Context: an optimization exercise on an open-source flow, tuned for small area, a short achievable clock period and few clock cycles per item. The choices shown serve that exercise and are no tape-out recipe. Where RTL was checked, it was by simulation tests only, not by an equivalence proof against the original.

==> flow/design.v (excerpt) <==
module simon128_256 (
  input  wire          clk       ,
  input  wire          rst       ,
  input  wire          key_valid ,
  output logic         key_ready ,
  input  wire  [255:0] key       ,
  input  wire          in_valid  ,
  output logic         in_ready  ,
  input  wire  [127:0] in_data   ,
  output logic         out_valid ,
  input  wire          out_ready ,
  output logic [127:0] out_data
);
Size: about 650 flip-flops, about 520 I/O pins, about 42,000 sq um of cells after synthesis.
clock: 5.0 ns
lec_check: 0
abc_area: 1
cap_margin: 20
core_margin: 2
core_utilization: 40
slew_margin: 20
run.sh (not shown) runs the stock make flow with config.mk's settings and CLKGATE_MAP_FILE= SYNTH_SCRIPT=/design/flow/synth_recipe.tcl, a recipe that flattens the netlist after the stock synthesis.
Edit:
- ABC_AREA: 1 -> unset
- SETUP_SLACK_MARGIN: unset -> 2.0
The changed run ran to the end with no violations; routed wire length drops by about a fifth; core utilization is higher by 1.9 points; via count went down by a quarter to a third; area after synthesis is lower by a few percent.
No functional check of the RTL was part of any run of this note.

---

Starting RTL as in the previous note.
clock: 5.0 ns
lec_check: 0
cap_margin: 20
core_margin: 2
core_utilization: 40
slew_margin: 20
synth_memory_max_bits: 8192
standard.sh (not shown) runs the stock make flow with config.mk's settings and CLKGATE_MAP_FILE= SYNTH_SCRIPT=/design/flow/synth_recipe.tcl, a recipe that flattens the netlist after the stock synthesis.
==> flow/flow/run.sh <==
#!/bin/bash
set -euo pipefail
export BUFFER_PORTS_ARGS="-buffer_cell sky130_fd_sc_hd__buf_1"
bash standard.sh finish > standard_flow.log 2>&1
Rerun with:
==> flow/run.sh (new file) <==
#!/bin/bash
# synth_recipe.tcl (not shown) runs the flow's synth.tcl, then flattens the netlist and writes it again
# the make line also repeats each setting of config.mk as NAME=value (left out here)
make -C /OpenROAD-flow-scripts/flow DESIGN_CONFIG=/design/flow/config.mk WORK_HOME=/design/flow/orfs CLKGATE_MAP_FILE= SYNTH_SCRIPT=/design/flow/synth_recipe.tcl finish
- ABC_CLOCK_PERIOD_IN_PS: default -> 3000
- SYNTH_MEMORY_MAX_BITS: 8192 -> default
removed: flow/flow/run.sh
removed: flow/standard.sh
Non-clock buffer count shrinks by 10.
Final area grows by 6.4%.
Global-route usage grows by 0.43 points.
Setup slack is worse by 300 ps.
Critical path depth grows by 1.
Synthesized area is unchanged.
Wire length grows by 1.0%.
No run of this note included a check of the RTL's function; only the layout flow was run.

---

rev 12:
Another version of the RTL of simon128_256 (not shown whole).
For scale: ~6600 cells after synthesis, about 1000 flip-flops, about 73000 µm² of cells after synthesis.
## simon128_256
module simon128_256 (
  input  wire          clk       ,
  input  wire          rst       ,
  input  wire          key_valid ,
  output logic         key_ready ,
  input  wire  [255:0] key       ,
  input  wire          in_valid  ,
  output logic         in_ready  ,
  input  wire  [127:0] in_data   ,
  output logic         out_valid ,
  input  wire          out_ready ,
  output logic [127:0] out_data
);
export LEC_CHECK = 0
export CAP_MARGIN = 20
export CORE_MARGIN = 2
export CORE_UTILIZATION = 70
export CTS_CLUSTER_DIAMETER = 100
export CTS_CLUSTER_SIZE = 20
export SETUP_SLACK_MARGIN = 2.3
export SLEW_MARGIN = 20
create_clock -name core_clock -period 5.0 [get_ports {clk}]
==> flow/flow/run.sh <==
#!/bin/bash
set -euo pipefail
export BUFFER_PORTS_ARGS="-buffer_cell sky130_fd_sc_hd__buf_1"
bash standard.sh finish > standard_flow.log 2>&1
Testbench counts of rev 12, summed over its fixed seeds: cycles 1,072, items 144.
#### Input delta (rev 13 over rev 12)
Settings: CORE_UTILIZATION: 70 -> 60; ABC_AREA: unset -> 1.
--- outcome ---
Against rev 12, rev 13 comes in 1.5% higher on fmax. Count of TritonRoute iterations in the first routing pass on rev 13 is down relative to rev 12. Rev 13 vs. rev 12: clock network latency to the later pin of the worst-skew pair went down by 0.06 ns. Total die area on rev 13 is up relative to rev 12. The wire length of the first global-routing pass reported for rev 13 is greater than that of rev 12 by about 28%.

---

Setup of JK:
The RTL this note starts from:
==> flow/design.v <==
`timescale 1ns / 1ps
module simon128_256 (
  input  wire          clk       ,
  input  wire          rst       ,
  input  wire          key_valid ,
  output logic         key_ready ,
  input  wire  [255:0] key       ,
  input  wire          in_valid  ,
  output logic         in_ready  ,
  input  wire  [127:0] in_data   ,
  output logic         out_valid ,
  input  wire          out_ready ,
  output logic [127:0] out_data
);
  localparam integer R = 3;            
  localparam integer N = 72 / R;       
  localparam integer P = 4;            
  localparam logic [61:0] Z4 = 62'b11010001111001101011011000100000010111000011001010010011101111;
  function automatic logic zbit(input integer i);
    zbit = Z4[61 - (i % 62)];
  endfunction
  function automatic logic [63:0] rol(input logic [63:0] v, input integer n);
    rol = (v << n) | (v >> (64 - n));
  endfunction
  function automatic logic [63:0] ror(input logic [63:0] v, input integer n);
    ror = (v >> n) | (v << (64 - n));
  endfunction
  function automatic logic [6:0] zinit();
    for (int j = 0; j < 7; j++) zinit[j] = zbit(j);
  endfunction
  function automatic logic [6:0] zadv(input logic [6:0] zs);
    logic [R+6:0] e;
    e[6:0] = zs;
    for (int j = 7; j < R + 7; j++) e[j] = e[j-2] ^ e[j-3] ^ e[j-7];
    zadv = e[R +: 7];
  endfunction
  function automatic logic [127:0] rounds(input logic [127:0] s, input logic [64*R-1:0] rk);
    logic [63:0] x, y, t;
    x = s[127:64];
    y = s[63:0];
    for (int j = 0; j < R; j++) begin
      t = x;
      x = y ^ (rol(x, 1) & rol(x, 8)) ^ rol(x, 2) ^ rk[64*j +: 64];
      y = t;
    end
    rounds = {x, y};
  endfunction
  logic [255:0] kreg;        
  logic [255:0] ks;          
  logic [  6:0] zs;          
  logic         busy;        
  logic [  5:0] cnt;         
  logic         last;        
  logic [127:0] s  [0:P-1];  
  logic [P-1:0] tp;          
  logic [P-1:0] tc;          
  logic [63:0]      w [0:R+3];
  logic [63:0]      t [0:R-1];
  logic [64*R-1:0]  rk;
  always_comb begin
    for (int j = 0; j < 4; j++) w[j] = ks[64*j +: 64];
    for (int j = 0; j < R; j++) begin
      t[j]   = ror(w[j+3], 3) ^ w[j+1];
      w[j+4] = ~w[j] ^ t[j] ^ ror(t[j], 1) ^ {63'd0, zs[j]} ^ 64'd3;
      rk[64*j +: 64] = w[j];
    end
  end
  logic any_c, any_p, shift, start;
  assign any_c     = |tc;
  assign any_p     = |tp;
  assign key_ready = ~busy & ~any_p;
  assign out_valid = ~busy & tc[0];
  assign out_data  = s[0];
  assign in_ready  = ~busy & ~tp[0] & (~tc[0] | out_ready);
  assign shift     = in_ready & (in_valid | any_c);
  assign start     = (shift & tp[1]) | (~busy & ~any_c & any_p & (tp[0] | ~in_valid));
  for (genvar p = 0; p < P; p++) begin : g_lane
    logic [127:0] nxt;
    logic         nxt_p;
    if (p == P - 1) begin : g_top
      assign nxt   = in_data;
      assign nxt_p = in_valid;
    end else begin : g_mid
      assign nxt   = s[p+1];
      assign nxt_p = tp[p+1];
    end
    always_ff @(posedge clk) begin
      if (shift)     s[p] <= nxt;
      else if (busy) s[p] <= rounds(s[p], rk);
    end
    always_ff @(posedge clk) begin
      if (rst) begin
        tp[p] <= 1'b0;
        tc[p] <= 1'b0;
      end else if (shift) begin
        tp[p] <= nxt_p;
        tc[p] <= (p == P - 1) ? 1'b0 : tc[p+1];
      end else if (busy && last) begin
        tp[p] <= 1'b0;
        tc[p] <= tp[p];
      end
    end
  end
  always_ff @(posedge clk) begin
    if (rst)               busy <= 1'b0;
    else if (start)        busy <= 1'b1;
    else if (busy && last) busy <= 1'b0;
  end
  always_ff @(posedge clk) begin
    if (key_valid && key_ready) kreg <= key;
  end
  always_ff @(posedge clk) begin
    if (busy) ks <= {w[R+3], w[R+2], w[R+1], w[R]};
    else      ks <= kreg;
  end
  always_ff @(posedge clk) begin
    if (!busy) cnt <= '0;
    else       cnt <= cnt + 1'b1;
  end
  always_ff @(posedge clk) begin
    if (rst)                zs <= zinit();
    else if (busy && !last) zs <= zadv(zs);
    else                    zs <= zinit();
  end
  always_ff @(posedge clk) begin
    if (rst) last <= 1'b0;
    else     last <= busy & (cnt == N - 2);
  end
endmodule
==> flow/config.mk <==
export PLATFORM = sky130hd
export DESIGN_NAME = simon128_256
export DESIGN_NICKNAME = simon128_256
export VERILOG_FILES = /design/flow/design.v
export SDC_FILE = /design/flow/constraint.sdc
export NUM_CORES = 4
export LEC_CHECK = 0
export CAP_MARGIN = 20
export CORE_MARGIN = 2
export CORE_UTILIZATION = 60
export CTS_CLUSTER_DIAMETER = 100
export CTS_CLUSTER_SIZE = 20
export SETUP_SLACK_MARGIN = 2.5
export SLEW_MARGIN = 20
==> flow/constraint.sdc <==
create_clock -name core_clock -period 5.0 [get_ports {clk}]
set_input_delay 1.0000 -clock core_clock [delete_from_list [all_inputs] [get_ports {clk}]]
set_output_delay 1.0000 -clock core_clock [all_outputs]
set_load 0.01 [all_outputs]
Scripts as last shown in full above: flow/flow/run.sh
Testbench counts of JK, summed over its fixed seeds: cycles 1,072, items 144.
Input-level comparison between MS and JK:
- swapping 2.5 for 2.3 in SETUP_SLACK_MARGIN
==> results.txt <==
Between JK and MS, the final worst slack is higher for JK.
From JK to MS the numbers moved as follows: detailed-route wire length moved down.
The higher total stage count of the critical path came out of MS.
Of JK and MS, the run reporting the higher final cell count was JK.
### MS -> AL
- GPL_TIMING_DRIVEN newly set to 1
Findings:
Compared with MS, in AL global-route usage shows no meaningful change. AL -> MS: setup TNS after final layout delta 0, exact match.

---

Setup of the baseline:
simon128_256, a different RTL version from the one above (not shown whole).
Size in the first run: ~2800 cells after synthesis, roughly 520 I/O pins, ~38000 µm² of cells after synthesis.
export LEC_CHECK = 0
export CAP_MARGIN = 20
export CORE_MARGIN = 2
export CORE_UTILIZATION = 40
export SETUP_SLACK_MARGIN = 2.3
export SLEW_MARGIN = 20
create_clock -name core_clock -period 5.0 [get_ports {clk}]
Scripts as last shown in full above: flow/flow/run.sh
The baseline completed end to end with timing, DRC and antenna clean.
Testbench counts of the baseline, summed over its fixed seeds: cycles 3,760, items 144.
### the baseline -> the candidate
Settings: setting CTS_BUF_LIST to sky130_fd_sc_hd__clkbuf_8 for the first time.
Notes after the runs:
The baseline finished all stages; the layout is clean. The candidate finished all stages; the layout is clean. Looking at the candidate and the baseline, the routed wire length is a wash.

-- separate check: timing with driven ports --
No port has a modelled driver above. Below, the same layouts with a new extraction and two added sets of constraints. Step 1 sets driving cells, clkbuf_16 on the clock port and buf_2 on the other inputs (assumed; they add their load-dependent delay and slew). Step 2, shift: input delay + t, output delay - t, t = (earliest + latest rising clock arrival at the registers) / 2. This alone moves slack from input paths to output paths. a / b / c = ideal / step 1 / step 2; a / b = the first two.
| run | t, ns | setup WS [ns] | latest minus earliest clock arrival (ns) | worst register clock-pin slew, ns |
|---|---|---|---|---|
| the first run of note 1 | 0.734 | 0.787 / 0.787 / 0.673 | 0.019 / 0.019 | 0.07 / 0.07 |
| the second run of note 1 | 0.719 | 1.956 / 1.948 / 1.246 | 0.030 / 0.030 | 0.06 / 0.06 |
| the first run of note 2 | 0.718 | 1.387 / 1.387 / 0.701 | 0.031 / 0.031 | 0.07 / 0.07 |
| the second run of note 2 | 0.722 | 1.086 / 1.088 / 0.366 | 0.036 / 0.036 | 0.06 / 0.06 |
| rev 12 | 0.865 | 1.812 / 1.812 / 1.530 | 0.062 / 0.063 | 0.11 / 0.11 |
| rev 13 | 0.814 | 1.858 / 1.858 / 1.705 | 0.055 / 0.055 | 0.11 / 0.11 |
| JK | 0.828 | 2.281 / 2.194 / 1.683 | 0.059 / 0.059 | 0.11 / 0.11 |
| MS | 0.824 | 2.154 / 2.154 / 1.649 | 0.055 / 0.055 | 0.11 / 0.11 |
| AL | 0.824 | 2.154 / 2.154 / 1.649 | 0.055 / 0.055 | 0.11 / 0.11 |
| the baseline | 0.713 | 2.320 / 2.320 / 2.320 | 0.023 / 0.024 | 0.07 / 0.07 |
| the candidate | 0.848 | 2.297 / 2.295 / 2.297 | 0.050 / 0.050 | 0.07 / 0.07 |
After both steps every run listed still meets setup and hold. The setup slack of the second run of note 2, which loses most, moves by +0.002 ns with the drivers and by -0.720 ns with both steps.
